This design comes from an exercise in tuning for small area, a short achievable clock period and few clock cycles on the open sky130 flow, not from production work.
In this exercise RTL edits were held to simulation tests only and were not proved equivalent to the original.

`design/flow/design.v`:
```
module lfsr(d, n);
input  [8:0] d;
output [8:0] n;
assign n = {d[7:0], d[1] ^ d[2] ^ d[3] ^ d[7]};
endmodule
module beetle_left_antenna(nd1, nd2, q1, q2, ra, rb);
input [17:0] nd1, nd2;    
input q1, q2;
output [32:0] ra, rb;
wire hs0, hk0;
assign {hk0, hs0} = {1'b0, (~nd1[0] & ~nd1[6])} + {1'b0, (~nd1[1] & ~nd1[5])};
wire hs1, hk1;
assign {hk1, hs1} = {1'b0, (~nd1[0] & ~nd1[4])} + {1'b0, (~nd1[1] & ~nd1[3])};
wire s0, k0;
assign {k0, s0} = {1'b0, (~nd1[0] & ~nd1[5])} + {1'b0, (~nd1[1] & ~nd1[4])} + {1'b0, (~nd1[3] & nd1[2])};
wire s1, k1;
assign {k1, s1} = {1'b0, (~nd1[2] & ~nd1[4])} + {1'b0, (~nd1[3] & ~nd1[2])} + {1'b0, hs0};
wire [8:0] Alo = {1'b0, k0, hk1, hs1, (~nd1[0] & ~nd1[3]), (~nd1[0] & ~nd1[2]), (~nd1[1] & nd1[0]), 1'b0, ~nd1[0]} + {1'b0, s1, s0, (~nd1[2] & ~nd1[1]), (~nd1[2] & nd1[1]), (~nd1[1] & ~nd1[0]), 1'b0, 1'b0, 1'b0};
wire hs2, hk2;
assign {hk2, hs2} = {1'b0, (~nd2[0] & ~nd2[6])} + {1'b0, (~nd2[1] & ~nd2[5])};
wire hs3, hk3;
assign {hk3, hs3} = {1'b0, (~nd2[0] & ~nd2[4])} + {1'b0, (~nd2[1] & ~nd2[3])};
wire s2, k2;
assign {k2, s2} = {1'b0, (~nd2[0] & ~nd2[5])} + {1'b0, (~nd2[1] & ~nd2[4])} + {1'b0, (~nd2[3] & nd2[2])};
wire s3, k3;
assign {k3, s3} = {1'b0, (~nd2[2] & ~nd2[4])} + {1'b0, (~nd2[3] & ~nd2[2])} + {1'b0, hs2};
wire [8:0] Blo = {1'b0, k2, hk3, hs3, (~nd2[0] & ~nd2[3]), (~nd2[0] & ~nd2[2]), (~nd2[1] & nd2[0]), 1'b0, ~nd2[0]} + {1'b0, s3, s2, (~nd2[2] & ~nd2[1]), (~nd2[2] & nd2[1]), (~nd2[1] & ~nd2[0]), 1'b0, 1'b0, 1'b0};
wire hs4, hk4;
assign {hk4, hs4} = {1'b0, (~nd1[0] & ~nd1[7])} + {1'b0, (~nd1[1] & ~nd1[6])};
wire hs5, hk5;
assign {hk5, hs5} = {1'b0, (~nd1[0] & ~nd1[12])} + {1'b0, (~nd1[1] & ~nd1[11])};
wire s4, k4;
assign {k4, s4} = {1'b0, (~nd1[0] & ~nd1[13])} + {1'b0, (~nd1[1] & ~nd1[12])} + {1'b0, (~nd1[2] & ~nd1[11])};
wire s5, k5;
assign {k5, s5} = {1'b0, (~nd1[0] & ~nd1[14])} + {1'b0, (~nd1[1] & ~nd1[13])} + {1'b0, (~nd1[2] & ~nd1[12])};
wire s6, k6;
assign {k6, s6} = {1'b0, (~nd1[3] & ~nd1[11])} + {1'b0, (~nd1[4] & ~nd1[10])} + {1'b0, (~nd1[5] & ~nd1[9])};
wire s7, k7;
assign {k7, s7} = {1'b0, (~nd1[0] & ~nd1[15])} + {1'b0, (~nd1[1] & ~nd1[14])} + {1'b0, (~nd1[2] & ~nd1[13])};
wire s8, k8;
assign {k8, s8} = {1'b0, (~nd1[3] & ~nd1[12])} + {1'b0, (~nd1[4] & ~nd1[11])} + {1'b0, (~nd1[5] & ~nd1[10])};
wire hs6, hk6;
assign {hk6, hs6} = {1'b0, (~nd1[6] & ~nd1[9])} + {1'b0, (~nd1[8] & nd1[7])};
wire s9, k9;
assign {k9, s9} = {1'b0, (~nd1[0] & ~nd1[16])} + {1'b0, (~nd1[1] & ~nd1[15])} + {1'b0, (~nd1[2] & ~nd1[14])};
wire s10, k10;
assign {k10, s10} = {1'b0, (~nd1[3] & ~nd1[13])} + {1'b0, (~nd1[4] & ~nd1[12])} + {1'b0, (~nd1[5] & ~nd1[11])};
wire s11, k11;
assign {k11, s11} = {1'b0, (~nd1[6] & ~nd1[10])} + {1'b0, (~nd1[7] & ~nd1[9])} + {1'b0, (~nd1[8] & ~nd1[7])};
wire s12, k12;
assign {k12, s12} = {1'b0, (~nd2[0] & ~nd2[16])} + {1'b0, (~nd2[1] & ~nd2[15])} + {1'b0, (~nd2[2] & ~nd2[14])};
wire s13, k13;
assign {k13, s13} = {1'b0, (~nd1[1] & ~nd1[16])} + {1'b0, (~nd1[2] & ~nd1[15])} + {1'b0, (~nd1[3] & ~nd1[14])};
wire s14, k14;
assign {k14, s14} = {1'b0, (~nd1[4] & ~nd1[13])} + {1'b0, (~nd1[5] & ~nd1[12])} + {1'b0, (~nd1[6] & ~nd1[11])};
wire s15, k15;
assign {k15, s15} = {1'b0, (~nd1[7] & ~nd1[10])} + {1'b0, (~nd1[9] & nd1[8])} + {1'b0, (nd1[17] | nd1[0])};
wire s16, k16;
assign {k16, s16} = {1'b0, (~nd2[1] & ~nd2[16])} + {1'b0, (~nd2[2] & ~nd2[15])} + {1'b0, (~nd2[3] & ~nd2[14])};
wire hs7, hk7;
assign {hk7, hs7} = {1'b0, (~nd2[4] & ~nd2[13])} + {1'b0, (~nd2[5] & ~nd2[12])};
wire s17, k17;
assign {k17, s17} = {1'b0, 1'b1} + {1'b0, (~nd1[2] & ~nd1[16])} + {1'b0, (~nd1[3] & ~nd1[15])};
wire s18, k18;
assign {k18, s18} = {1'b0, (~nd1[4] & ~nd1[14])} + {1'b0, (~nd1[5] & ~nd1[13])} + {1'b0, (~nd1[6] & ~nd1[12])};
wire s19, k19;
assign {k19, s19} = {1'b0, (~nd1[7] & ~nd1[11])} + {1'b0, (~nd1[8] & ~nd1[10])} + {1'b0, (~nd1[9] & ~nd1[8])};
wire s20, k20;
assign {k20, s20} = {1'b0, (nd1[17] | nd1[1])} + {1'b0, (~nd2[2] & ~nd2[16])} + {1'b0, (~nd2[3] & ~nd2[15])};
wire s21, k21;
assign {k21, s21} = {1'b0, (~nd2[4] & ~nd2[14])} + {1'b0, (~nd2[5] & ~nd2[13])} + {1'b0, (~nd2[6] & ~nd2[12])};
wire hs8, hk8;
assign {hk8, hs8} = {1'b0, (~nd2[7] & ~nd2[11])} + {1'b0, (~nd2[8] & ~nd2[10])};
wire s22, k22;
assign {k22, s22} = {1'b0, (~nd1[3] & ~nd1[16])} + {1'b0, (~nd1[4] & ~nd1[15])} + {1'b0, (~nd1[5] & ~nd1[14])};
wire s23, k23;
assign {k23, s23} = {1'b0, (~nd1[6] & ~nd1[13])} + {1'b0, (~nd1[7] & ~nd1[12])} + {1'b0, (~nd1[8] & ~nd1[11])};
wire s24, k24;
assign {k24, s24} = {1'b0, (~nd1[10] & nd1[9])} + {1'b0, (nd1[17] | nd1[2])} + {1'b0, (~nd2[3] & ~nd2[16])};
wire s25, k25;
assign {k25, s25} = {1'b0, (~nd2[4] & ~nd2[15])} + {1'b0, (~nd2[5] & ~nd2[14])} + {1'b0, (~nd2[6] & ~nd2[13])};
wire hs9, hk9;
assign {hk9, hs9} = {1'b0, (~nd2[7] & ~nd2[12])} + {1'b0, (~nd2[8] & ~nd2[11])};
wire s26, k26;
assign {k26, s26} = {1'b0, (~nd1[4] & ~nd1[16])} + {1'b0, (~nd1[5] & ~nd1[15])} + {1'b0, (~nd1[6] & ~nd1[14])};
wire s27, k27;
assign {k27, s27} = {1'b0, (~nd1[7] & ~nd1[13])} + {1'b0, (~nd1[8] & ~nd1[12])} + {1'b0, (~nd1[9] & ~nd1[11])};
wire s28, k28;
assign {k28, s28} = {1'b0, (~nd1[10] & ~nd1[9])} + {1'b0, (nd1[17] | nd1[3])} + {1'b0, (~nd2[4] & ~nd2[16])};
wire s29, k29;
assign {k29, s29} = {1'b0, (~nd2[5] & ~nd2[15])} + {1'b0, (~nd2[6] & ~nd2[14])} + {1'b0, (~nd2[7] & ~nd2[13])};
wire s30, k30;
assign {k30, s30} = {1'b0, (~nd1[5] & ~nd1[16])} + {1'b0, (~nd1[6] & ~nd1[15])} + {1'b0, (~nd1[7] & ~nd1[14])};
wire s31, k31;
assign {k31, s31} = {1'b0, (~nd1[8] & ~nd1[13])} + {1'b0, (~nd1[9] & ~nd1[12])} + {1'b0, (~nd1[11] & nd1[10])};
wire hs10, hk10;
assign {hk10, hs10} = {1'b0, (nd1[17] | nd1[4])} + {1'b0, (~nd2[5] & ~nd2[16])};
wire s32, k32;
assign {k32, s32} = {1'b0, (~nd1[6] & ~nd1[16])} + {1'b0, (~nd1[7] & ~nd1[15])} + {1'b0, (~nd1[8] & ~nd1[14])};
wire s33, k33;
assign {k33, s33} = {1'b0, (~nd1[9] & ~nd1[13])} + {1'b0, (~nd1[10] & ~nd1[12])} + {1'b0, (~nd1[11] & ~nd1[10])};
wire hs11, hk11;
assign {hk11, hs11} = {1'b0, (~nd1[7] & ~nd1[16])} + {1'b0, (~nd1[8] & ~nd1[15])};
wire s34, k34;
assign {k34, s34} = {1'b0, (~nd1[2] & ~nd1[5])} + {1'b0, (~nd1[4] & nd1[3])} + {1'b0, (~nd2[0] & ~nd2[7])};
wire s35, k35;
assign {k35, s35} = {1'b0, (~nd2[1] & ~nd2[6])} + {1'b0, (~nd2[2] & ~nd2[5])} + {1'b0, (~nd2[4] & nd2[3])};
wire s36, k36;
assign {k36, s36} = {1'b0, (~nd1[0] & ~nd1[8])} + {1'b0, (~nd1[1] & ~nd1[7])} + {1'b0, (~nd1[2] & ~nd1[6])};
wire s37, k37;
assign {k37, s37} = {1'b0, (~nd1[3] & ~nd1[5])} + {1'b0, (~nd1[4] & ~nd1[3])} + {1'b0, (~nd2[0] & ~nd2[8])};
wire s38, k38;
assign {k38, s38} = {1'b0, (~nd1[0] & ~nd1[9])} + {1'b0, (~nd1[1] & ~nd1[8])} + {1'b0, (~nd1[2] & ~nd1[7])};
wire hs12, hk12;
assign {hk12, hs12} = {1'b0, (~nd1[3] & ~nd1[6])} + {1'b0, (~nd1[5] & nd1[4])};
wire s39, k39;
assign {k39, s39} = {1'b0, (~nd1[0] & ~nd1[10])} + {1'b0, (~nd1[1] & ~nd1[9])} + {1'b0, (~nd1[2] & ~nd1[8])};
wire s40, k40;
assign {k40, s40} = {1'b0, (~nd1[3] & ~nd1[7])} + {1'b0, (~nd1[4] & ~nd1[6])} + {1'b0, (~nd1[5] & ~nd1[4])};
wire hs13, hk13;
assign {hk13, hs13} = {1'b0, (~nd2[0] & ~nd2[10])} + {1'b0, (~nd2[1] & ~nd2[9])};
wire s41, k41;
assign {k41, s41} = {1'b0, (~nd1[0] & ~nd1[11])} + {1'b0, (~nd1[1] & ~nd1[10])} + {1'b0, (~nd1[2] & ~nd1[9])};
wire s42, k42;
assign {k42, s42} = {1'b0, (~nd1[3] & ~nd1[8])} + {1'b0, (~nd1[4] & ~nd1[7])} + {1'b0, (~nd1[6] & nd1[5])};
wire s43, k43;
assign {k43, s43} = {1'b0, (~nd2[0] & ~nd2[11])} + {1'b0, (~nd2[1] & ~nd2[10])} + {1'b0, (~nd2[2] & ~nd2[9])};
wire s44, k44;
assign {k44, s44} = {1'b0, (~nd1[2] & ~nd1[10])} + {1'b0, (~nd1[3] & ~nd1[9])} + {1'b0, (~nd1[4] & ~nd1[8])};
wire s45, k45;
assign {k45, s45} = {1'b0, (~nd1[5] & ~nd1[7])} + {1'b0, (~nd1[6] & ~nd1[5])} + {1'b0, (~nd2[0] & ~nd2[12])};
wire s46, k46;
assign {k46, s46} = {1'b0, (~nd2[1] & ~nd2[11])} + {1'b0, (~nd2[2] & ~nd2[10])} + {1'b0, (~nd2[3] & ~nd2[9])};
wire hs14, hk14;
assign {hk14, hs14} = {1'b0, (~nd2[4] & ~nd2[8])} + {1'b0, (~nd2[5] & ~nd2[7])};
wire s47, k47;
assign {k47, s47} = {1'b0, (~nd1[3] & ~nd1[10])} + {1'b0, (~nd1[4] & ~nd1[9])} + {1'b0, (~nd1[5] & ~nd1[8])};
wire s48, k48;
assign {k48, s48} = {1'b0, (~nd1[7] & nd1[6])} + {1'b0, (~nd2[0] & ~nd2[13])} + {1'b0, (~nd2[1] & ~nd2[12])};
wire s49, k49;
assign {k49, s49} = {1'b0, (~nd2[2] & ~nd2[11])} + {1'b0, (~nd2[3] & ~nd2[10])} + {1'b0, (~nd2[4] & ~nd2[9])};
wire s50, k50;
assign {k50, s50} = {1'b0, (~nd2[5] & ~nd2[8])} + {1'b0, (~nd2[7] & nd2[6])} + {1'b0, hk5};
wire s51, k51;
assign {k51, s51} = {1'b0, (~nd1[6] & ~nd1[8])} + {1'b0, (~nd1[7] & ~nd1[6])} + {1'b0, (~nd2[0] & ~nd2[14])};
wire s52, k52;
assign {k52, s52} = {1'b0, (~nd2[1] & ~nd2[13])} + {1'b0, (~nd2[2] & ~nd2[12])} + {1'b0, (~nd2[3] & ~nd2[11])};
wire s53, k53;
assign {k53, s53} = {1'b0, (~nd2[4] & ~nd2[10])} + {1'b0, (~nd2[5] & ~nd2[9])} + {1'b0, (~nd2[6] & ~nd2[8])};
wire s54, k54;
assign {k54, s54} = {1'b0, (~nd2[7] & ~nd2[6])} + {1'b0, k4} + {1'b0, s5};
wire s55, k55;
assign {k55, s55} = {1'b0, (~nd2[0] & ~nd2[15])} + {1'b0, (~nd2[1] & ~nd2[14])} + {1'b0, (~nd2[2] & ~nd2[13])};
wire s56, k56;
assign {k56, s56} = {1'b0, (~nd2[3] & ~nd2[12])} + {1'b0, (~nd2[4] & ~nd2[11])} + {1'b0, (~nd2[5] & ~nd2[10])};
wire s57, k57;
assign {k57, s57} = {1'b0, (~nd2[6] & ~nd2[9])} + {1'b0, (~nd2[8] & nd2[7])} + {1'b0, k5};
wire s58, k58;
assign {k58, s58} = {1'b0, k6} + {1'b0, s7} + {1'b0, s8};
wire s59, k59;
assign {k59, s59} = {1'b0, (~nd2[3] & ~nd2[13])} + {1'b0, (~nd2[4] & ~nd2[12])} + {1'b0, (~nd2[5] & ~nd2[11])};
wire s60, k60;
assign {k60, s60} = {1'b0, (~nd2[6] & ~nd2[10])} + {1'b0, (~nd2[7] & ~nd2[9])} + {1'b0, (~nd2[8] & ~nd2[7])};
wire s61, k61;
assign {k61, s61} = {1'b0, k7} + {1'b0, k8} + {1'b0, hk6};
wire s62, k62;
assign {k62, s62} = {1'b0, s9} + {1'b0, s10} + {1'b0, s11};
wire s63, k63;
assign {k63, s63} = {1'b0, (~nd2[6] & ~nd2[11])} + {1'b0, (~nd2[7] & ~nd2[10])} + {1'b0, (~nd2[9] & nd2[8])};
wire s64, k64;
assign {k64, s64} = {1'b0, (nd2[17] | nd2[0])} + {1'b0, k9} + {1'b0, k10};
wire s65, k65;
assign {k65, s65} = {1'b0, k11} + {1'b0, k12} + {1'b0, s13};
wire s66, k66;
assign {k66, s66} = {1'b0, s14} + {1'b0, s15} + {1'b0, s16};
wire s67, k67;
assign {k67, s67} = {1'b0, (~nd2[9] & ~nd2[8])} + {1'b0, (nd2[17] | nd2[1])} + {1'b0, k13};
wire s68, k68;
assign {k68, s68} = {1'b0, k14} + {1'b0, k15} + {1'b0, k16};
wire s69, k69;
assign {k69, s69} = {1'b0, hk7} + {1'b0, s17} + {1'b0, s18};
wire s70, k70;
assign {k70, s70} = {1'b0, s19} + {1'b0, s20} + {1'b0, s21};
wire s71, k71;
assign {k71, s71} = {1'b0, (~nd2[10] & nd2[9])} + {1'b0, (nd2[17] | nd2[2])} + {1'b0, k17};
wire s72, k72;
assign {k72, s72} = {1'b0, k18} + {1'b0, k19} + {1'b0, k20};
wire s73, k73;
assign {k73, s73} = {1'b0, k21} + {1'b0, hk8} + {1'b0, s22};
wire s74, k74;
assign {k74, s74} = {1'b0, s23} + {1'b0, s24} + {1'b0, s25};
wire s75, k75;
assign {k75, s75} = {1'b0, (~nd2[8] & ~nd2[12])} + {1'b0, (~nd2[9] & ~nd2[11])} + {1'b0, (~nd2[10] & ~nd2[9])};
wire s76, k76;
assign {k76, s76} = {1'b0, (nd2[17] | nd2[3])} + {1'b0, k22} + {1'b0, k23};
wire s77, k77;
assign {k77, s77} = {1'b0, k24} + {1'b0, k25} + {1'b0, hk9};
wire s78, k78;
assign {k78, s78} = {1'b0, s26} + {1'b0, s27} + {1'b0, s28};
wire s79, k79;
assign {k79, s79} = {1'b0, (~nd2[6] & ~nd2[15])} + {1'b0, (~nd2[7] & ~nd2[14])} + {1'b0, (~nd2[8] & ~nd2[13])};
wire s80, k80;
assign {k80, s80} = {1'b0, (~nd2[9] & ~nd2[12])} + {1'b0, (~nd2[11] & nd2[10])} + {1'b0, (nd2[17] | nd2[4])};
wire s81, k81;
assign {k81, s81} = {1'b0, k26} + {1'b0, k27} + {1'b0, k28};
wire s82, k82;
assign {k82, s82} = {1'b0, k29} + {1'b0, s30} + {1'b0, s31};
wire s83, k83;
assign {k83, s83} = {1'b0, (nd1[17] | nd1[5])} + {1'b0, (~nd2[6] & ~nd2[16])} + {1'b0, (~nd2[7] & ~nd2[15])};
wire s84, k84;
assign {k84, s84} = {1'b0, (~nd2[8] & ~nd2[14])} + {1'b0, (~nd2[9] & ~nd2[13])} + {1'b0, (~nd2[10] & ~nd2[12])};
wire s85, k85;
assign {k85, s85} = {1'b0, (~nd2[11] & ~nd2[10])} + {1'b0, (nd2[17] | nd2[5])} + {1'b0, k30};
wire s86, k86;
assign {k86, s86} = {1'b0, k31} + {1'b0, hk10} + {1'b0, s32};
wire s87, k87;
assign {k87, s87} = {1'b0, (~nd1[9] & ~nd1[14])} + {1'b0, (~nd1[10] & ~nd1[13])} + {1'b0, (~nd1[12] & nd1[11])};
wire s88, k88;
assign {k88, s88} = {1'b0, (nd1[17] | nd1[6])} + {1'b0, (~nd2[7] & ~nd2[16])} + {1'b0, (~nd2[8] & ~nd2[15])};
wire s89, k89;
assign {k89, s89} = {1'b0, (~nd2[9] & ~nd2[14])} + {1'b0, (~nd2[10] & ~nd2[13])} + {1'b0, (~nd2[12] & nd2[11])};
wire s90, k90;
assign {k90, s90} = {1'b0, (nd2[17] | nd2[6])} + {1'b0, k32} + {1'b0, k33};
wire s91, k91;
assign {k91, s91} = {1'b0, (~nd1[8] & ~nd1[16])} + {1'b0, (~nd1[9] & ~nd1[15])} + {1'b0, (~nd1[10] & ~nd1[14])};
wire s92, k92;
assign {k92, s92} = {1'b0, (~nd1[11] & ~nd1[13])} + {1'b0, (~nd1[12] & ~nd1[11])} + {1'b0, (nd1[17] | nd1[7])};
wire s93, k93;
assign {k93, s93} = {1'b0, (~nd2[8] & ~nd2[16])} + {1'b0, (~nd2[9] & ~nd2[15])} + {1'b0, (~nd2[10] & ~nd2[14])};
wire s94, k94;
assign {k94, s94} = {1'b0, (~nd2[11] & ~nd2[13])} + {1'b0, (~nd2[12] & ~nd2[11])} + {1'b0, (nd2[17] | nd2[7])};
wire s95, k95;
assign {k95, s95} = {1'b0, (~nd1[9] & ~nd1[16])} + {1'b0, (~nd1[10] & ~nd1[15])} + {1'b0, (~nd1[11] & ~nd1[14])};
wire s96, k96;
assign {k96, s96} = {1'b0, (~nd1[13] & nd1[12])} + {1'b0, (nd1[17] | nd1[8])} + {1'b0, (~nd2[9] & ~nd2[16])};
wire hs15, hk15;
assign {hk15, hs15} = {1'b0, (~nd2[10] & ~nd2[15])} + {1'b0, (~nd2[11] & ~nd2[14])};
wire s97, k97;
assign {k97, s97} = {1'b0, (~nd1[10] & ~nd1[16])} + {1'b0, (~nd1[11] & ~nd1[15])} + {1'b0, (~nd1[12] & ~nd1[14])};
wire s98, k98;
assign {k98, s98} = {1'b0, (~nd1[13] & ~nd1[12])} + {1'b0, (nd1[17] | nd1[9])} + {1'b0, (~nd2[10] & ~nd2[16])};
wire hs16, hk16;
assign {hk16, hs16} = {1'b0, (~nd1[11] & ~nd1[16])} + {1'b0, (~nd1[12] & ~nd1[15])};
wire s99, k99;
assign {k99, s99} = {1'b0, hk0} + {1'b0, hk2} + {1'b0, s34};
wire hs17, hk17;
assign {hk17, hs17} = {1'b0, s35} + {1'b0, hs4};
wire s100, k100;
assign {k100, s100} = {1'b0, (~nd2[1] & ~nd2[7])} + {1'b0, (~nd2[2] & ~nd2[6])} + {1'b0, (~nd2[3] & ~nd2[5])};
wire s101, k101;
assign {k101, s101} = {1'b0, (~nd2[4] & ~nd2[3])} + {1'b0, k34} + {1'b0, k35};
wire hs18, hk18;
assign {hk18, hs18} = {1'b0, hk4} + {1'b0, s36};
wire s102, k102;
assign {k102, s102} = {1'b0, (~nd2[0] & ~nd2[9])} + {1'b0, (~nd2[1] & ~nd2[8])} + {1'b0, (~nd2[2] & ~nd2[7])};
wire s103, k103;
assign {k103, s103} = {1'b0, (~nd2[3] & ~nd2[6])} + {1'b0, (~nd2[5] & nd2[4])} + {1'b0, k36};
wire s104, k104;
assign {k104, s104} = {1'b0, k37} + {1'b0, s38} + {1'b0, hs12};
wire s105, k105;
assign {k105, s105} = {1'b0, (~nd2[2] & ~nd2[8])} + {1'b0, (~nd2[3] & ~nd2[7])} + {1'b0, (~nd2[4] & ~nd2[6])};
wire s106, k106;
assign {k106, s106} = {1'b0, (~nd2[5] & ~nd2[4])} + {1'b0, k38} + {1'b0, hk12};
wire s107, k107;
assign {k107, s107} = {1'b0, s39} + {1'b0, s40} + {1'b0, hs13};
wire s108, k108;
assign {k108, s108} = {1'b0, (~nd2[3] & ~nd2[8])} + {1'b0, (~nd2[4] & ~nd2[7])} + {1'b0, (~nd2[6] & nd2[5])};
wire s109, k109;
assign {k109, s109} = {1'b0, k39} + {1'b0, k40} + {1'b0, hk13};
wire s110, k110;
assign {k110, s110} = {1'b0, s41} + {1'b0, s42} + {1'b0, s43};
wire s111, k111;
assign {k111, s111} = {1'b0, (~nd2[6] & ~nd2[5])} + {1'b0, k41} + {1'b0, k42};
wire s112, k112;
assign {k112, s112} = {1'b0, k43} + {1'b0, s44} + {1'b0, s45};
wire s113, k113;
assign {k113, s113} = {1'b0, s46} + {1'b0, hs14} + {1'b0, hs5};
wire s114, k114;
assign {k114, s114} = {1'b0, k44} + {1'b0, k45} + {1'b0, k46};
wire s115, k115;
assign {k115, s115} = {1'b0, hk14} + {1'b0, s47} + {1'b0, s48};
wire s116, k116;
assign {k116, s116} = {1'b0, s49} + {1'b0, s4} + {1'b0, s50};
wire s117, k117;
assign {k117, s117} = {1'b0, k47} + {1'b0, k48} + {1'b0, k49};
wire s118, k118;
assign {k118, s118} = {1'b0, s51} + {1'b0, s52} + {1'b0, s53};
wire s119, k119;
assign {k119, s119} = {1'b0, s6} + {1'b0, k50} + {1'b0, s54};
wire s120, k120;
assign {k120, s120} = {1'b0, k51} + {1'b0, k52} + {1'b0, k53};
wire s121, k121;
assign {k121, s121} = {1'b0, s55} + {1'b0, s56} + {1'b0, hs6};
wire s122, k122;
assign {k122, s122} = {1'b0, k54} + {1'b0, s57} + {1'b0, s58};
wire s123, k123;
assign {k123, s123} = {1'b0, k55} + {1'b0, k56} + {1'b0, s59};
wire s124, k124;
assign {k124, s124} = {1'b0, s60} + {1'b0, s12} + {1'b0, k57};
wire s125, k125;
assign {k125, s125} = {1'b0, k58} + {1'b0, s61} + {1'b0, s62};
wire s126, k126;
assign {k126, s126} = {1'b0, k59} + {1'b0, k60} + {1'b0, s63};
wire s127, k127;
assign {k127, s127} = {1'b0, hs7} + {1'b0, k61} + {1'b0, k62};
wire s128, k128;
assign {k128, s128} = {1'b0, s64} + {1'b0, s65} + {1'b0, s66};
wire s129, k129;
assign {k129, s129} = {1'b0, k63} + {1'b0, hs8} + {1'b0, k64};
wire s130, k130;
assign {k130, s130} = {1'b0, k65} + {1'b0, k66} + {1'b0, s67};
wire s131, k131;
assign {k131, s131} = {1'b0, s68} + {1'b0, s69} + {1'b0, s70};
wire s132, k132;
assign {k132, s132} = {1'b0, hs9} + {1'b0, k67} + {1'b0, k68};
wire s133, k133;
assign {k133, s133} = {1'b0, k69} + {1'b0, k70} + {1'b0, s71};
wire s134, k134;
assign {k134, s134} = {1'b0, s72} + {1'b0, s73} + {1'b0, s74};
wire s135, k135;
assign {k135, s135} = {1'b0, s75} + {1'b0, s29} + {1'b0, k71};
wire s136, k136;
assign {k136, s136} = {1'b0, k72} + {1'b0, k73} + {1'b0, k74};
wire s137, k137;
assign {k137, s137} = {1'b0, s76} + {1'b0, s77} + {1'b0, s78};
wire s138, k138;
assign {k138, s138} = {1'b0, k75} + {1'b0, s79} + {1'b0, s80};
wire s139, k139;
assign {k139, s139} = {1'b0, hs10} + {1'b0, k76} + {1'b0, k77};
wire s140, k140;
assign {k140, s140} = {1'b0, k78} + {1'b0, s81} + {1'b0, s82};
wire s141, k141;
assign {k141, s141} = {1'b0, k79} + {1'b0, k80} + {1'b0, s83};
wire s142, k142;
assign {k142, s142} = {1'b0, s84} + {1'b0, s33} + {1'b0, k81};
wire s143, k143;
assign {k143, s143} = {1'b0, k82} + {1'b0, s85} + {1'b0, s86};
wire s144, k144;
assign {k144, s144} = {1'b0, k83} + {1'b0, k84} + {1'b0, s87};
wire s145, k145;
assign {k145, s145} = {1'b0, s88} + {1'b0, s89} + {1'b0, hs11};
wire s146, k146;
assign {k146, s146} = {1'b0, k85} + {1'b0, k86} + {1'b0, s90};
wire s147, k147;
assign {k147, s147} = {1'b0, k87} + {1'b0, k88} + {1'b0, k89};
wire s148, k148;
assign {k148, s148} = {1'b0, hk11} + {1'b0, s91} + {1'b0, s92};
wire s149, k149;
assign {k149, s149} = {1'b0, s93} + {1'b0, s94} + {1'b0, k90};
wire s150, k150;
assign {k150, s150} = {1'b0, (~nd2[13] & nd2[12])} + {1'b0, (nd2[17] | nd2[8])} + {1'b0, k91};
wire s151, k151;
assign {k151, s151} = {1'b0, k92} + {1'b0, k93} + {1'b0, k94};
wire s152, k152;
assign {k152, s152} = {1'b0, s95} + {1'b0, s96} + {1'b0, hs15};
wire s153, k153;
assign {k153, s153} = {1'b0, (~nd2[11] & ~nd2[15])} + {1'b0, (~nd2[12] & ~nd2[14])} + {1'b0, (~nd2[13] & ~nd2[12])};
wire s154, k154;
assign {k154, s154} = {1'b0, (nd2[17] | nd2[9])} + {1'b0, k95} + {1'b0, k96};
wire s155, k155;
assign {k155, s155} = {1'b0, hk15} + {1'b0, s97} + {1'b0, s98};
wire s156, k156;
assign {k156, s156} = {1'b0, (~nd1[14] & nd1[13])} + {1'b0, (nd1[17] | nd1[10])} + {1'b0, (~nd2[11] & ~nd2[16])};
wire s157, k157;
assign {k157, s157} = {1'b0, (~nd2[12] & ~nd2[15])} + {1'b0, (~nd2[14] & nd2[13])} + {1'b0, (nd2[17] | nd2[10])};
wire s158, k158;
assign {k158, s158} = {1'b0, k97} + {1'b0, k98} + {1'b0, hs16};
wire s159, k159;
assign {k159, s159} = {1'b0, (~nd1[12] & ~nd1[16])} + {1'b0, (~nd1[13] & ~nd1[15])} + {1'b0, (~nd1[14] & ~nd1[13])};
wire s160, k160;
assign {k160, s160} = {1'b0, (nd1[17] | nd1[11])} + {1'b0, (~nd2[12] & ~nd2[16])} + {1'b0, (~nd2[13] & ~nd2[15])};
wire s161, k161;
assign {k161, s161} = {1'b0, (~nd2[14] & ~nd2[13])} + {1'b0, (nd2[17] | nd2[11])} + {1'b0, hk16};
wire s162, k162;
assign {k162, s162} = {1'b0, (~nd1[13] & ~nd1[16])} + {1'b0, (~nd1[15] & nd1[14])} + {1'b0, (nd1[17] | nd1[12])};
wire hs19, hk19;
assign {hk19, hs19} = {1'b0, (~nd2[13] & ~nd2[16])} + {1'b0, (~nd2[15] & nd2[14])};
wire s163, k163;
assign {k163, s163} = {1'b0, (~nd1[14] & ~nd1[16])} + {1'b0, (~nd1[15] & ~nd1[14])} + {1'b0, (nd1[17] | nd1[13])};
wire s164, k164;
assign {k164, s164} = {1'b0, k1} + {1'b0, k3} + {1'b0, s99};
wire s165, k165;
assign {k165, s165} = {1'b0, s100} + {1'b0, s37} + {1'b0, k99};
wire hs20, hk20;
assign {hk20, hs20} = {1'b0, hk17} + {1'b0, s101};
wire s166, k166;
assign {k166, s166} = {1'b0, k100} + {1'b0, s102} + {1'b0, k101};
wire s167, k167;
assign {k167, s167} = {1'b0, hk18} + {1'b0, s103} + {1'b0, s104};
wire s168, k168;
assign {k168, s168} = {1'b0, k102} + {1'b0, s105} + {1'b0, k103};
wire s169, k169;
assign {k169, s169} = {1'b0, k104} + {1'b0, s106} + {1'b0, s107};
wire s170, k170;
assign {k170, s170} = {1'b0, k105} + {1'b0, s108} + {1'b0, k106};
wire s171, k171;
assign {k171, s171} = {1'b0, k107} + {1'b0, s109} + {1'b0, s110};
wire s172, k172;
assign {k172, s172} = {1'b0, k108} + {1'b0, k109} + {1'b0, k110};
wire s173, k173;
assign {k173, s173} = {1'b0, s111} + {1'b0, s112} + {1'b0, s113};
wire s174, k174;
assign {k174, s174} = {1'b0, k111} + {1'b0, k112} + {1'b0, k113};
wire s175, k175;
assign {k175, s175} = {1'b0, s114} + {1'b0, s115} + {1'b0, s116};
wire s176, k176;
assign {k176, s176} = {1'b0, k114} + {1'b0, k115} + {1'b0, s117};
wire s177, k177;
assign {k177, s177} = {1'b0, s118} + {1'b0, k116} + {1'b0, s119};
wire s178, k178;
assign {k178, s178} = {1'b0, k117} + {1'b0, k118} + {1'b0, s120};
wire s179, k179;
assign {k179, s179} = {1'b0, s121} + {1'b0, k119} + {1'b0, s122};
wire s180, k180;
assign {k180, s180} = {1'b0, k120} + {1'b0, k121} + {1'b0, s123};
wire s181, k181;
assign {k181, s181} = {1'b0, s124} + {1'b0, k122} + {1'b0, s125};
wire s182, k182;
assign {k182, s182} = {1'b0, k123} + {1'b0, s126} + {1'b0, k124};
wire s183, k183;
assign {k183, s183} = {1'b0, s127} + {1'b0, k125} + {1'b0, s128};
wire s184, k184;
assign {k184, s184} = {1'b0, k126} + {1'b0, k127} + {1'b0, s129};
wire s185, k185;
assign {k185, s185} = {1'b0, s130} + {1'b0, k128} + {1'b0, s131};
wire s186, k186;
assign {k186, s186} = {1'b0, k129} + {1'b0, k130} + {1'b0, s132};
wire s187, k187;
assign {k187, s187} = {1'b0, s133} + {1'b0, k131} + {1'b0, s134};
wire s188, k188;
assign {k188, s188} = {1'b0, k132} + {1'b0, k133} + {1'b0, s135};
wire s189, k189;
assign {k189, s189} = {1'b0, s136} + {1'b0, k134} + {1'b0, s137};
wire s190, k190;
assign {k190, s190} = {1'b0, s138} + {1'b0, k135} + {1'b0, k136};
wire s191, k191;
assign {k191, s191} = {1'b0, s139} + {1'b0, k137} + {1'b0, s140};
wire s192, k192;
assign {k192, s192} = {1'b0, k138} + {1'b0, s141} + {1'b0, k139};
wire s193, k193;
assign {k193, s193} = {1'b0, s142} + {1'b0, k140} + {1'b0, s143};
wire s194, k194;
assign {k194, s194} = {1'b0, k141} + {1'b0, s144} + {1'b0, s145};
wire s195, k195;
assign {k195, s195} = {1'b0, k142} + {1'b0, s146} + {1'b0, k143};
wire s196, k196;
assign {k196, s196} = {1'b0, k144} + {1'b0, k145} + {1'b0, s147};
wire s197, k197;
assign {k197, s197} = {1'b0, s148} + {1'b0, k146} + {1'b0, s149};
wire s198, k198;
assign {k198, s198} = {1'b0, k147} + {1'b0, k148} + {1'b0, s150};
wire s199, k199;
assign {k199, s199} = {1'b0, s151} + {1'b0, s152} + {1'b0, k149};
wire s200, k200;
assign {k200, s200} = {1'b0, s153} + {1'b0, k150} + {1'b0, k151};
wire s201, k201;
assign {k201, s201} = {1'b0, k152} + {1'b0, s154} + {1'b0, s155};
wire s202, k202;
assign {k202, s202} = {1'b0, k153} + {1'b0, s156} + {1'b0, s157};
wire s203, k203;
assign {k203, s203} = {1'b0, k154} + {1'b0, k155} + {1'b0, s158};
wire s204, k204;
assign {k204, s204} = {1'b0, k156} + {1'b0, k157} + {1'b0, s159};
wire s205, k205;
assign {k205, s205} = {1'b0, s160} + {1'b0, k158} + {1'b0, s161};
wire s206, k206;
assign {k206, s206} = {1'b0, (nd2[17] | nd2[12])} + {1'b0, k159} + {1'b0, k160};
wire s207, k207;
assign {k207, s207} = {1'b0, s162} + {1'b0, hs19} + {1'b0, k161};
wire s208, k208;
assign {k208, s208} = {1'b0, (~nd2[14] & ~nd2[16])} + {1'b0, (~nd2[15] & ~nd2[14])} + {1'b0, (nd2[17] | nd2[13])};
wire s209, k209;
assign {k209, s209} = {1'b0, k162} + {1'b0, hk19} + {1'b0, s163};
wire s210, k210;
assign {k210, s210} = {1'b0, (~nd1[16] & nd1[15])} + {1'b0, (nd1[17] | nd1[14])} + {1'b0, (~nd2[16] & nd2[15])};
wire hs21, hk21;
assign {hk21, hs21} = {1'b0, (nd2[17] | nd2[14])} + {1'b0, k163};
wire s211, k211;
assign {k211, s211} = {1'b0, (~nd1[16] & ~nd1[15])} + {1'b0, (nd1[17] | nd1[15])} + {1'b0, (~nd2[16] & ~nd2[15])};
wire s212, k212;
assign {k212, s212} = {1'b0, (nd2[17] | nd2[15])} + {1'b0, (q1 & ~nd1[0])} + {1'b0, (q2 & ~nd2[0])};
wire s213, k213;
assign {k213, s213} = {1'b0, ~nd1[17]} + {1'b0, ~nd2[17]} + {1'b0, (nd1[17] | nd1[16])};
wire s214, k214;
assign {k214, s214} = {1'b0, (nd2[17] | nd2[16])} + {1'b0, (q1 & ~nd1[1])} + {1'b0, (q2 & ~nd2[1])};
wire hs22, hk22;
assign {hk22, hs22} = {1'b0, hs17} + {1'b0, s164};
wire s215, k215;
assign {k215, s215} = {1'b0, hs18} + {1'b0, s165} + {1'b0, hs20};
wire s216, k216;
assign {k216, s216} = {1'b0, k165} + {1'b0, hk20} + {1'b0, s166};
wire s217, k217;
assign {k217, s217} = {1'b0, k166} + {1'b0, s168} + {1'b0, k167};
wire s218, k218;
assign {k218, s218} = {1'b0, k168} + {1'b0, s170} + {1'b0, k169};
wire s219, k219;
assign {k219, s219} = {1'b0, k170} + {1'b0, s172} + {1'b0, k171};
wire s220, k220;
assign {k220, s220} = {1'b0, k172} + {1'b0, s174} + {1'b0, k173};
wire s221, k221;
assign {k221, s221} = {1'b0, k174} + {1'b0, s176} + {1'b0, k175};
wire s222, k222;
assign {k222, s222} = {1'b0, k176} + {1'b0, s178} + {1'b0, k177};
wire s223, k223;
assign {k223, s223} = {1'b0, k178} + {1'b0, s180} + {1'b0, k179};
wire s224, k224;
assign {k224, s224} = {1'b0, k180} + {1'b0, s182} + {1'b0, k181};
wire s225, k225;
assign {k225, s225} = {1'b0, k182} + {1'b0, s184} + {1'b0, k183};
wire s226, k226;
assign {k226, s226} = {1'b0, k184} + {1'b0, s186} + {1'b0, k185};
wire s227, k227;
assign {k227, s227} = {1'b0, k186} + {1'b0, s188} + {1'b0, k187};
wire s228, k228;
assign {k228, s228} = {1'b0, k188} + {1'b0, s190} + {1'b0, k189};
wire s229, k229;
assign {k229, s229} = {1'b0, k190} + {1'b0, s192} + {1'b0, k191};
wire s230, k230;
assign {k230, s230} = {1'b0, s194} + {1'b0, k192} + {1'b0, k193};
wire s231, k231;
assign {k231, s231} = {1'b0, s196} + {1'b0, k194} + {1'b0, k195};
wire s232, k232;
assign {k232, s232} = {1'b0, k196} + {1'b0, s198} + {1'b0, s199};
wire s233, k233;
assign {k233, s233} = {1'b0, k198} + {1'b0, s200} + {1'b0, s201};
wire s234, k234;
assign {k234, s234} = {1'b0, s202} + {1'b0, k200} + {1'b0, k201};
wire s235, k235;
assign {k235, s235} = {1'b0, k202} + {1'b0, s204} + {1'b0, s205};
wire s236, k236;
assign {k236, s236} = {1'b0, k204} + {1'b0, s206} + {1'b0, k205};
wire s237, k237;
assign {k237, s237} = {1'b0, s208} + {1'b0, k206} + {1'b0, s209};
wire s238, k238;
assign {k238, s238} = {1'b0, k208} + {1'b0, s210} + {1'b0, k209};
wire s239, k239;
assign {k239, s239} = {1'b0, k210} + {1'b0, s211} + {1'b0, s212};
wire s240, k240;
assign {k240, s240} = {1'b0, k211} + {1'b0, s213} + {1'b0, k212};
wire s241, k241;
assign {k241, s241} = {1'b0, (q1 & ~nd1[2])} + {1'b0, (q2 & ~nd2[2])} + {1'b0, k213};
wire hs23, hk23;
assign {hk23, hs23} = {1'b0, 1'b1} + {1'b0, (q1 & ~nd1[3])};
wire hs24, hk24;
assign {hk24, hs24} = {1'b0, 1'b1} + {1'b0, (q1 & ~nd1[4])};
wire hs25, hk25;
assign {hk25, hs25} = {1'b0, 1'b1} + {1'b0, (q1 & ~nd1[5])};
wire hs26, hk26;
assign {hk26, hs26} = {1'b0, 1'b1} + {1'b0, (q1 & ~nd1[6])};
wire hs27, hk27;
assign {hk27, hs27} = {1'b0, Alo[8]} + {1'b0, Blo[8]};
wire s242, k242;
assign {k242, s242} = {1'b0, k164} + {1'b0, hk22} + {1'b0, s215};
wire s243, k243;
assign {k243, s243} = {1'b0, s167} + {1'b0, k215} + {1'b0, s216};
wire s244, k244;
assign {k244, s244} = {1'b0, s169} + {1'b0, k216} + {1'b0, s217};
wire s245, k245;
assign {k245, s245} = {1'b0, s171} + {1'b0, k217} + {1'b0, s218};
wire s246, k246;
assign {k246, s246} = {1'b0, s173} + {1'b0, k218} + {1'b0, s219};
wire s247, k247;
assign {k247, s247} = {1'b0, k219} + {1'b0, s175} + {1'b0, s220};
wire s248, k248;
assign {k248, s248} = {1'b0, k220} + {1'b0, s177} + {1'b0, s221};
wire s249, k249;
assign {k249, s249} = {1'b0, s179} + {1'b0, k221} + {1'b0, s222};
wire s250, k250;
assign {k250, s250} = {1'b0, s181} + {1'b0, k222} + {1'b0, s223};
wire s251, k251;
assign {k251, s251} = {1'b0, s183} + {1'b0, k223} + {1'b0, s224};
wire s252, k252;
assign {k252, s252} = {1'b0, s185} + {1'b0, k224} + {1'b0, s225};
wire s253, k253;
assign {k253, s253} = {1'b0, s187} + {1'b0, k225} + {1'b0, s226};
wire s254, k254;
assign {k254, s254} = {1'b0, s189} + {1'b0, k226} + {1'b0, s227};
wire s255, k255;
assign {k255, s255} = {1'b0, s191} + {1'b0, k227} + {1'b0, s228};
wire s256, k256;
assign {k256, s256} = {1'b0, s193} + {1'b0, k228} + {1'b0, s229};
wire s257, k257;
assign {k257, s257} = {1'b0, s195} + {1'b0, k229} + {1'b0, s230};
wire s258, k258;
assign {k258, s258} = {1'b0, s197} + {1'b0, k230} + {1'b0, s231};
wire s259, k259;
assign {k259, s259} = {1'b0, k197} + {1'b0, k231} + {1'b0, s232};
wire s260, k260;
assign {k260, s260} = {1'b0, k199} + {1'b0, s233} + {1'b0, k232};
wire s261, k261;
assign {k261, s261} = {1'b0, s203} + {1'b0, k233} + {1'b0, s234};
wire s262, k262;
assign {k262, s262} = {1'b0, k203} + {1'b0, k234} + {1'b0, s235};
wire s263, k263;
assign {k263, s263} = {1'b0, s207} + {1'b0, s236} + {1'b0, k235};
wire s264, k264;
assign {k264, s264} = {1'b0, k207} + {1'b0, s237} + {1'b0, k236};
wire s265, k265;
assign {k265, s265} = {1'b0, hs21} + {1'b0, s238} + {1'b0, k237};
wire s266, k266;
assign {k266, s266} = {1'b0, hk21} + {1'b0, s239} + {1'b0, k238};
wire s267, k267;
assign {k267, s267} = {1'b0, s214} + {1'b0, k239} + {1'b0, s240};
wire s268, k268;
assign {k268, s268} = {1'b0, k214} + {1'b0, s241} + {1'b0, k240};
wire s269, k269;
assign {k269, s269} = {1'b0, (q2 & ~nd2[3])} + {1'b0, hs23} + {1'b0, k241};
wire s270, k270;
assign {k270, s270} = {1'b0, (q2 & ~nd2[4])} + {1'b0, hk23} + {1'b0, hs24};
wire s271, k271;
assign {k271, s271} = {1'b0, (q2 & ~nd2[5])} + {1'b0, hk24} + {1'b0, hs25};
wire s272, k272;
assign {k272, s272} = {1'b0, (q2 & ~nd2[6])} + {1'b0, hk25} + {1'b0, hs26};
wire hs28, hk28;
assign {hk28, hs28} = {1'b0, 1'b1} + {1'b0, hk26};
assign ra = {k272, k271, k270, k269, k268, k267, k266, k265, k264, k263, k262, k261, k260, k259, k258, k257, k256, k255, k254, k253, k252, k251, k250, k249, k248, k247, k246, k245, k244, k243, k242, hk27, hs27};
assign rb = {hs28, s272, s271, s270, s269, s268, s267, s266, s265, s264, s263, s262, s261, s260, s259, s258, s257, s256, s255, s254, s253, s252, s251, s250, s249, s248, s247, s246, s245, s244, s243, s242, hs22};
endmodule
module beetle_compare(al, bl, ar, br, gt);
input [32:0] al, bl, ar, br;
output gt;
wire [31:0] a = {~al[31], al[30:0]};
wire [31:0] b = bl[31:0];
wire [31:0] c = ~{~ar[31], ar[30:0]};
wire [31:0] e = ~br[31:0];
wire [32:0] tl = {1'b0, a} + {1'b0, b};
wire [32:0] tr = {1'b0, ~c} + {1'b0, br[31:0]};
wire [31:0] x1 = a ^ b;
wire [31:0] x2 = c ^ e;
wire [31:0] x = x1 ^ x2;
wire [31:0] co;
wire [31:0] ci = {co[30:0], 1'b1};
genvar i;
generate for (i = 0; i < 32; i = i + 1) begin : cmp4
  assign co[i] = x1[i] ? c[i] : a[i];
end endgenerate
wire [31:0] xs = x ^ ci;
wire [31:0] xk = {x[30:0] & ci[30:0] | ~x[30:0] & e[30:0], 1'b0};
wire k31 = x[31] ? ci[31] : e[31];
wire [32:0] ts = {1'b0, xs} + {1'b0, xk};
assign gt = ~(ts[32] ^ k31 ^ co[31] ^ tl[32] ^ tr[32]);
endmodule
module beetle_right_antenna(dir, sense, s3, step);
input  [8:0]  dir;
input  [12:0] sense;
input  [14:0] s3;
output [13:0] step;
wire [15:0] s1 = {3'b000, sense};
wire [15:0] s2 = {2'b00, sense, 1'b0};
wire [15:0] t3 = {1'b0, s3};
wire [15:0] s4 = {1'b0, sense, 2'b00};
wire [3:0] g0 = {dir[2:0], 1'b0};
wire [3:0] g1 = dir[5:2];
wire [3:0] g2 = dir[8:5];
wire [15:0] r0, r1, r2;
wire n0, n1, n2;
beetle_booth_row b0(g0, s1, s2, t3, s4, r0, n0);
beetle_booth_row b1(g1, s1, s2, t3, s4, r1, n1);
beetle_booth_row b2(g2, s1, s2, t3, s4, r2, n2);
wire [21:0] p = {{6{n0}}, r0} + {{3{n1}}, r1, 3'd0} + {r2, 6'd0}
              + {15'd0, n2, 2'b00, n1, 2'b00, n0};
assign step = p[21:8];
endmodule
module beetle_booth_row(g, s1, s2, s3, s4, r, n);
input  [3:0]  g;
input  [15:0] s1, s2, s3, s4;
output [15:0] r;
output n;
wire [2:0] a = g[3] ? ~g[2:0] : g[2:0];
wire m1 = ~a[2] & (a[1] ^ a[0]);
wire m2 = ~a[2] & a[1] & a[0] | a[2] & ~a[1] & ~a[0];
wire m3 = a[2] & (a[1] ^ a[0]);
wire m4 = a[2] & a[1] & a[0];
wire [15:0] mag = {16{m1}} & s1 | {16{m2}} & s2 | {16{m3}} & s3 | {16{m4}} & s4;
assign r = g[3] ? ~mag : mag;
assign n = g[3];
endmodule
module beetle_position(mx, my, nx, ny, d1, d2, q1, q2);
parameter NB = 0;
input  [15:0] mx, my;
input  signed [13:0] nx, ny;
output [17:0] d1, d2;
output q1, q2;
wire [15:0] fx = {{2{nx[13]}}, nx};
wire [15:0] fy = {{2{ny[13]}}, ny};
wire [15:0] ax = NB ? mx - fx : mx + fx;
wire [15:0] ay = NB ? my - fy : my + fy;
assign d1 = 18'd1791 - {2'b00, ax} - {ay[15], ay, 1'b0};
assign d2 = 18'd1279 - {ax[15], ax, 1'b0} - {2'b00, ay};
assign q1 = ay[15];
assign q2 = ax[15];
endmodule
module bas(clock,reset,load, seed_x,seed_y,iterations,x,y,x_extreme,y_extreme,out_value,done );
    input clock,reset,load;
    input [8:0] seed_x,seed_y;
    input [8:0] iterations;
    input [15:0] x,y;
    output signed [15:0] x_extreme,y_extreme;
    output signed [39:0] out_value;
    output reg done;
    reg [15:0] x_curr, y_curr;           
    reg signed [13:0] step_x, step_y;    
    reg signed [13:0] step_nx, step_ny;  
    reg [17:0] dl1, dl2, dr1, dr2;       
    reg ql1, ql2, qr1, qr2;              
    reg [32:0] value_curr;               
    reg [8:0] dir_x, dir_y;              
    reg [12:0] sense;                    
    reg [9:0] remain;
    reg run;
    reg first;                           
    reg [15:0] x_best, y_best;
    reg [32:0] value_best;
    reg value_init;                      
    wire [32:0] al, bl, ar, br;
    beetle_left_antenna ol(dl1, dl2, ql1, ql2, al, bl);
    beetle_left_antenna or_(dr1, dr2, qr1, qr2, ar, br);
    wire go_right;
    beetle_compare cmp(al, bl, ar, br, go_right);
    wire [32:0] odour_l = al + bl;
    wire [32:0] odour_r = ar + br;
    wire [15:0] x_l = x_curr + {{2{step_x[13]}}, step_x};
    wire [15:0] y_l = y_curr + {{2{step_y[13]}}, step_y};
    wire [15:0] x_r = x_curr - {{2{step_x[13]}}, step_x};
    wire [15:0] y_r = y_curr - {{2{step_y[13]}}, step_y};
    wire [17:0] ell1, ell2, elr1, elr2, erl1, erl2, err1, err2;
    wire qll1, qll2, qlr1, qlr2, qrl1, qrl2, qrr1, qrr2;
    beetle_position #(0) pll(x_l, y_l, step_nx, step_ny, ell1, ell2, qll1, qll2);
    beetle_position #(1) plr(x_l, y_l, step_nx, step_ny, elr1, elr2, qlr1, qlr2);
    beetle_position #(0) prl(x_r, y_r, step_nx, step_ny, erl1, erl2, qrl1, qrl2);
    beetle_position #(1) prr(x_r, y_r, step_nx, step_ny, err1, err2, qrr1, qrr2);
    wire signed [13:0] mul_x, mul_y;
    wire [14:0] sense3 = {2'b00, sense} + {1'b0, sense, 1'b0};
    wire [8:0] dir_x_n, dir_y_n;
    lfsr lx(dir_x, dir_x_n);
    lfsr ly(dir_y, dir_y_n);
    beetle_right_antenna mulx(dir_x, sense, sense3, mul_x);
    beetle_right_antenna muly(dir_y, sense, sense3, mul_y);
    assign x_extreme = x_best;
    assign y_extreme = y_best;
    assign out_value = {4'b0, {3{value_init}}, value_best};
    always @(posedge clock) begin
        if (reset) begin
            x_curr <= x;
            y_curr <= y;
            dl1 <= 18'd0;
            dl2 <= 18'd0;
            dr1 <= 18'd0;
            dr2 <= 18'd0;
            ql1 <= 1'b0;
            ql2 <= 1'b0;
            qr1 <= 1'b0;
            qr2 <= 1'b0;
            step_x <= 14'd0;
            step_y <= 14'd0;
            step_nx <= 14'd0;
            step_ny <= 14'd0;
            dir_x <= 9'd0;
            dir_y <= 9'd0;
        end else begin
            if (go_right) begin
                x_curr <= x_r;
                y_curr <= y_r;
                dl1 <= erl1;
                dl2 <= erl2;
                dr1 <= err1;
                dr2 <= err2;
                ql1 <= qrl1;
                ql2 <= qrl2;
                qr1 <= qrr1;
                qr2 <= qrr2;
            end else begin
                x_curr <= x_l;
                y_curr <= y_l;
                dl1 <= ell1;
                dl2 <= ell2;
                dr1 <= elr1;
                dr2 <= elr2;
                ql1 <= qll1;
                ql2 <= qll2;
                qr1 <= qlr1;
                qr2 <= qlr2;
            end
            step_x <= step_nx;
            step_y <= step_ny;
            step_nx <= mul_x;
            step_ny <= mul_y;
            if (load) begin
                dir_x <= seed_x;
                dir_y <= seed_y;
            end else begin
                dir_x <= dir_x_n;
                dir_y <= dir_y_n;
            end
        end
        value_curr <= go_right ? odour_r : odour_l;
        if (reset | load)
            sense <= 13'd6400;
        else
            sense <= sense - {8'd0, sense[12:8]} - {12'd0, sense[7:0] != 8'd0};
        if (reset) begin
            run <= 1'b0;
            done <= 1'b0;
            first <= 1'b0;
            x_best <= 16'd0;
            y_best <= 16'd0;
            value_best <= {33{1'b1}};
            value_init <= 1'b1;
        end else if (load) begin
            remain <= {1'b0, iterations} + 10'd1;
            first <= 1'b1;
            run <= iterations != 9'd0;
            done <= iterations == 9'd0;
        end else if (run) begin
            remain <= remain - 10'd1;
            first <= 1'b0;
            if (remain == 10'd0) begin
                run <= 1'b0;
                done <= 1'b1;
            end
            if (!first && value_curr < value_best) begin
                x_best <= x_curr;
                y_best <= y_curr;
                value_best <= value_curr;
                value_init <= 1'b0;
            end
        end
    end
endmodule
```
`design/flow/flow/run.sh`:
```
#!/bin/bash
# The standard layout, with timing repair aiming for 19.75 ns of setup slack
# at the design's clock period (over-fixing, as SETUP_SLACK_MARGIN does),
# on the worst 10% of endpoints, and sky130_fd_sc_hd__buf_2 cells as the port buffers.
set -euo pipefail
bash standard.sh SETUP_SLACK_MARGIN=19.75 TNS_END_PERCENT=10 "BUFFER_PORTS_ARGS=-buffer_cell sky130_fd_sc_hd__buf_2" finish > orfs_make.log 2>&1
```
`design/flow/standard.sh`:
```
#!/bin/bash
# synth_recipe.tcl (not shown) runs the flow's synth.tcl, then flattens the netlist and writes it again
# the make line also repeats each setting of config.mk as NAME=value (left out here)
make -C /OpenROAD-flow-scripts/flow DESIGN_CONFIG=/design/flow/config.mk WORK_HOME=/design/flow/orfs CLKGATE_MAP_FILE= SYNTH_SCRIPT=/design/flow/synth_recipe.tcl "${@:-finish}"
```
`design/flow/config.mk`:
```
export PLATFORM = sky130hd
export DESIGN_NAME = bas
export DESIGN_NICKNAME = bas
export VERILOG_FILES = /design/flow/design.v
export SDC_FILE = /design/flow/constraint.sdc
export NUM_CORES = 8
export LEC_CHECK = 0
export ABC_AREA = 1
export CAP_MARGIN = 20
export CORE_MARGIN = 2
export CORE_UTILIZATION = 45
export SLEW_MARGIN = 20
```
`design/flow/constraint.sdc`:
```
create_clock -name core_clock -period 27.0 [get_ports {clock}]
set_input_delay 5.4000 -clock core_clock [delete_from_list [all_inputs] [get_ports {clock}]]
set_output_delay 5.4000 -clock core_clock [all_outputs]
set_load 0.01 [all_outputs]
```
==> impl_metrics.ini, run 1 <==
[outcome]
status = timing/DRC/antenna clean

[grt]
first_global_vias = 51468
grt_util_all_layers_pct = 32.6
antenna_found_initial = 0
grt_pass1_wl_um = 315000
grt_max_degree = 83
grt_overflow = 0

[layout]
multi_input_area_um2 = 44400
nets = 9221
regArea_um2 = 6460
final_common_cell = nand2_1
drive_gt1_share_pct = 9.99
fin_util_pct = 50.7
mostFrequentLayoutCells = nand2_1, inv_1, nor2_1
fillers = 12464
area.growth.synth_to_final_pct = 12.2

[floorplan]
design.core.area_um2 = 123000
fp.dieW_um = 356
die_h_um = 356
dieArea_um2 = 127000
num_rows = 129
start_util_pct = 45.2
ios = 135

[clock_network]
cts_sinks = 307
cts_htree_levels = 2
cts_buffers = 39
cts_tree = yes
worstSkewPairLatency_ps = 670
cts_buffer_depth = 3
clock-root-buffer = clkbuf_16
clk_pin_slew_ps = 60
cts_hold_buf = 0

[sta]
max_slew.worst_pin.slew_ps = 1130
finalHoldViolations = 0
max_freq_mhz = 136
finalSetupTns_ps = 0
finalCriticalPeriod_ps = 7340
drv_slew = 0
clock_skew_ps = 49.4
rsz0062_at_grt = true
slew_headroom_pct = 24.7
finalSetupViolCount = 0
min_period_over_period_pct = 27.2

[hold_path]
hold_path.class = flip-flop to flip-flop

[setup_path]
worstPathRequired_ps = 27510
cp_top_family = buffers and inverters
worst_path_most_repeated_cell = buf_4
crit_buf_inv = 4
path_cells = buf_2 -> nor2_1 -> nand2_1 -> buf_4 -> clkinv_4 -> buf_4 -> a21oi_1 -> o21ai_0
crit_fanout = 66
critPathKind = input pin to flip-flop
arrival_ps = 7850
crit_path_end_kind = flip-flop
critPathSlowestCell = buf_2
max_stage_delay_ps = 440
start_kind = input pin

[drt]
num_vias = 52878
ant_nets = 0
dr.pass1.iters = 9
drt-vias-per-instance = 5.53
wl_per_cell_um = 22.4
drc = 0
drt_wl_total_um = 215000
drt_iter0_drc = 4701

[placement]
gp_congestion = 1.01
port_buffers = 130
hpwl_um = 170000

[logic_synthesis]
synth-seq-cells = 307
synth_edf_count = 10
synth.distinct_cells = 67
netlist_area_um2 = 55800
ys.flop_type = dfxtp_1
async_flop_share_pct = 0
ys_seq_area_share_pct = 11.2
synth.yosys.warnings = 1
avgSynthCellArea_um2 = 7.19
synthCells = 7766

[flow_run]
maxCapViolCount = 0
==> through the flow <==
stage	cells	area [um^2]	hold slack, ps	setup slack, ps
CTS	9401	60100	476	19700
detailed placement	9269	57500	462	17620
global placement	9269	57500	457	17630
global route	9565	62600	496	19440
finish	9566	62600	476	19660
floorplan	7769	55900	444	19950
==> cells in the mapped netlist, types with 8 or more instances <==
library cell | instances | share of area [%]
inv_1 | 1284 | 8.6
nand2_1 | 1249 | 8.4
nor2_1 | 952 | 6.4
ha_1 | 691 | 15
a21oi_1 | 596 | 5.3
fa_1 | 569 | 20
xor2_1 | 414 | 6.5
o21ai_0 | 407 | 3.6
dfxtp_1 | 297 | 11
nand3_1 | 271 | 2.4
clkbuf_1 | 219 | 1.5
xnor2_1 | 120 | 1.9
nor3_1 | 69 | 0.62
o22ai_1 | 61 | 0.68
o21bai_1 | 59 | 0.79
nand4_1 | 43 | 0.48
a21o_1 | 38 | 0.51
a31oi_1 | 37 | 0.41
buf_2 | 33 | 0.30
o21ai_1 | 31 | 0.28
a21boi_0 | 23 | 0.31
buf_4 | 21 | 0.28
or2_2 | 21 | 0.24
a221oi_1 | 18 | 0.28
nor4_1 | 18 | 0.20
o211ai_1 | 18 | 0.24
inv_2 | 17 | 0.11
buf_1 | 14 | 0.094
clkinv_1 | 14 | 0.094
o221ai_1 | 14 | 0.22
o31ai_1 | 14 | 0.19
o21a_1 | 13 | 0.17
a221o_1 | 12 | 0.22
o2111ai_1 | 11 | 0.17
edfxtp_1 | 10 | 0.54
nand3b_1 | 8 | 0.11
==> state kept, by name, summed over array words and instances (netlist names), 9 cells and up <==
name	flops
x_best	16
dl1	18
step_ny	14
remain	10
value_curr	33
x_curr	16
sense	13
dir_y	9
step_y	14
dr1	18
step_x	14
dl2	18
dr2	18
step_nx	14
dir_x	9
y_best	16
value_best	33
y_curr	16
==> worst paths after layout <==
kind | to | startpoint | slack (ps) | cells after the start
hold / removal | value_best[7]$_SDFFE_PP1P_ | value_curr[7]$_DFF_P_ | 480 | 2
setup / recovery | value_best[9]$_SDFFE_PP1P_ | load | 19660 | 8
setup reg to reg | step_ny[13]$_SDFF_PP0_ | sense[2]$_SDFF_PP0_ | 19890 | 27
hold reg to reg | value_best[7]$_SDFFE_PP1P_ | value_curr[7]$_DFF_P_ | 480 | 2
==> routing by layer <==
metal	part of all wire, %	global-route usage, %
met4	5.6	14.7
met1	42	42.4
met3	7.1	4.42
met2	45	53.7
met5	0	0
==> repair_timing <==
action,in CTS,in global routing
buffers inserted,53,149
setup endpoints to repair,182,195
resized for setup,198,231
gates cloned,9,15
pin swaps,2,80
==> cells by family after synthesis <==
kind of cell             after synthesis  share of synthesized area [%]
AO/OA/AOI/OAI                       1395                           14.2
XOR/XNOR                             535                           8.40
adder cells (fa/ha/maj)             1260                           35.9
flip-flops                           307                           11.2
AND/OR/NAND/NOR                     2646                           19.0
other                                  1                        0.00671
buffers and inverters               1615                           11.2
multiplexers                           7                          0.148
==> worst min-delay path, cell delays in order, from the launching register on <==
cell	delay, ps
dfxtp_1	330
a21oi_1	60
o21ai_0	60
==> final cells by class <==
type / instances / share of cell area, %
multi-input combinational: 5854 / 70.9
timing repair inverter: 2 / 0.0360
antenna: 1 / 0.00399
clock inverter: 24 / 0.537
tap: 1637 / 3.27
timing repair buffer: 380 / 4.97
clock buffer: 46 / 1.71
inverter: 1315 / 8.24
sequential: 307 / 10.3
Testbench counts, summed over its fixed seeds: cycles 49,368.
==> run 2: changes to the inputs <==
==> design/flow/flow/run.sh (replaced) <==
#!/bin/bash
# The standard layout, with timing repair aiming for 20.25 ns of setup slack
# at the design's clock period (over-fixing, as SETUP_SLACK_MARGIN does),
# on the worst 10% of endpoints, and sky130_fd_sc_hd__buf_2 cells as the port buffers.
set -euo pipefail
bash standard.sh SETUP_SLACK_MARGIN=20.25 TNS_END_PERCENT=10 "BUFFER_PORTS_ARGS=-buffer_cell sky130_fd_sc_hd__buf_2" finish > orfs_make.log 2>&1
==> run 2 against run 1 <==
Still clean on timing, DRC and antenna. Design area increased by 2.3%. Worst setup slack improved by 290 ps. Die area unchanged. Cell count increased by 0.75%. Critical path depth decreased by 7.
==> impl_metrics.ini, run 2 <==
[placement]
port_buffers = 130
dp_slack_ps = 17300
hpwl_um = 171000
dpl.cell_count = 9269
gp_congestion = 1.02

[drt]
drt_iter0_drc = 4734
wl_per_cell_um = 22.7
drt-vias-per-instance = 5.57
num_vias = 53672
drt_wl_total_um = 219000
ant_nets = 0
drc = 0
dr.pass1.iters = 6

[setup_path]
max_stage_delay_ps = 740
cp_top_family = flip-flops
crit_path_end_kind = output port
crit_fanout = 2
critPathSlowestCell = dfxtp_1
critPathKind = flip-flop to output port
worstPathRequired_ps = 21600
start_kind = flip-flop
arrival_ps = 1640
path_cells = buf_2
crit_buf_inv = 1

[logic_synthesis]
synthTopCellsByArea = fa_1, ha_1, dfxtp_1
synth.most_common_cell = inv_1
ys.flop_type = dfxtp_1
synth.yosys.warnings = 1
ys_seq_area_share_pct = 11.2
synth_edf_count = 10
yosysTopAreaCell = fa_1
async_flop_share_pct = 0
synth.distinct_cells = 67
synth-seq-cells = 307
avgSynthCellArea_um2 = 7.19
netlist_area_um2 = 55800
synthCells = 7766
yosys.area.top_type_share_pct = 20.4
synth_common_cells = inv_1, nand2_1, nor2_1, ha_1, a21oi_1

[grt]
grt_overflow = 0
antenna_found_initial = 1
first_global_vias = 53285
grt_pass1_wl_um = 325000
grt_max_degree = 99
grt_util_all_layers_pct = 33.8

[layout]
drive_gt1_share_pct = 13.0
final_common_cell = nand2_1
mostFrequentLayoutCells = nand2_1, inv_1, nor2_1
nets = 9290
fin_cells = 9638
reg_top3 = value_best: 33 flops, value_curr: 33 flops
fin_util_pct = 51.9
n_antenna_cell = 0
area.growth.synth_to_final_pct = 14.8
fillers = 12271

[floorplan]
ios = 135
design.core.area_um2 = 123000
die_h_um = 356
start_util_pct = 45.2
dieArea_um2 = 127000
num_rows = 129
fp.dieW_um = 356

[sta]
clock_skew_ps = 45.1
finalHoldViolations = 0
slew_headroom_pct = 32.4
max_slew.worst_pin.slew_ps = 1010
rsz0062_at_grt = true
drv_slew = 0
setup_ws_ps = 19960
finalSetupTns_ps = 0
finalSetupViolCount = 0
finalCriticalPeriod_ps = 7040
max_freq_mhz = 142
min_period_over_period_pct = 26.1

[clock_network]
clock-root-buffer = clkbuf_16
cts_htree_levels = 2
worstSkewPairLatency_ps = 670
cts_buffers = 41
cts_hold_buf = 0
cts_sinks = 307
cts_tree = yes
cts_buffer_depth = 3
clk_pin_slew_ps = 60

[hold_path]
hold_path.class = flip-flop to flip-flop

[outcome]
status = timing/DRC/antenna clean

[flow_run]
maxCapViolCount = 0
==> run 2: cell counts after synthesis <==
Identical to the previous run, type by type.
==> run 2: final timing paths <==
kind / startpoint / depth (start not counted) / slack, ps / to
setup / recovery: value_best[23]$_SDFFE_PP1P_ / 1 / 19960 / out_value[23]
hold / removal: value_init$_SDFFE_PP1P_ / 2 / 470 / value_init$_SDFFE_PP1P_
setup reg to reg: dl1[10]$_SDFF_PP0_ / 33 / 20100 / dr2[3]$_SDFF_PP0_
hold reg to reg: value_init$_SDFFE_PP1P_ / 2 / 470 / value_init$_SDFFE_PP1P_
==> run 2: final cells by class <==
class / instances / area, um^2 / area share (%)
Inverter: 1315 / 5170 / 8.07
Sequential cell: 307 / 6470 / 10.1
Multi-Input combinational cell: 5853 / 45100 / 70.4
Tap cell: 1637 / 2050 / 3.19
Clock inverter: 29 / 444 / 0.693
Clock buffer: 47 / 1080 / 1.68
Timing Repair inverter: 3 / 25.0 / 0.0390
Timing Repair Buffer: 447 / 3750 / 5.86
==> run 2: what timing repair did <==
action / in CTS / in global routing
pin swaps: 129 / 98
cloned: 16 / 7
resized for setup: 489 / 204
buffers inserted: 208 / 62
hold endpoints to repair: 0 / 0
endpoints found under the setup margin: 237 / 227
==> run 2: worst reg2reg max path: cells and delay by family, from the launching register on <==
kind | cells | cell delay, ps
and+or+nand+nor | 16 | 1770
DFF | 1 | 370
buffers and inverters | 7 | 750
adders and majority gates | 8 | 3560
xor gates and xnor gates | 1 | 100
AOI/OAI and AO/OA | 1 | 220
==> run 2: cell families after synthesis <==
family          share of synthesized area [%]
other cells                           0.00671
simple gates                             19.0
xor+xnor                                 8.40
compound gates                           14.2
fa+ha+maj                                35.9
buf+inv                                  11.2
mux                                     0.148
flops                                    11.2
==> run 2: layer usage <==
layer	GRT usage (%)	vias to the layer above	wire length, um
met5	0	-	0
met4	16.9	0	13700
met3	4.82	526	16100
met2	55.8	2247	99600
met1	43.3	25824	89800
li1	-	25075	-
==> run 2: metrics by stage <==
stage	hold slack, ps	instance area (um^2)
6_report	471	64100
5_1_grt	497	64100
4_1_cts	475	62700
3_5_place_dp	462	57500
3_3_place_gp	454	57500
2_1_floorplan	444	55900

==> separate check: timing with driven ports <==
The flow's constraints put no driver on any port. The routed layouts listed below were extracted and timed again, unchanged, in two steps.
Step 1 assumes that a clkbuf_16 drives the clock port and a buf_2 every other input.
Step 2 also shifts input and output timing later by t, the mid clock arrival at the registers, as if the neighbouring blocks saw the same clock.
Slacks: ideal ports / drivers / drivers and shift; pairs: ideal ports / drivers.
run | shift t [ns] | setup slack, ns | pins driven straight from the clock port
run 1 | 0.728 | 19.665 / 19.716 / 18.988 | 1
run 2 | 0.728 | 19.960 / 19.877 / 19.465 | 1
After both steps setup and hold are still met in every run listed. The setup slack of run 1, which loses most, moves by +0.051 ns with the drivers and by -0.677 ns with both steps.
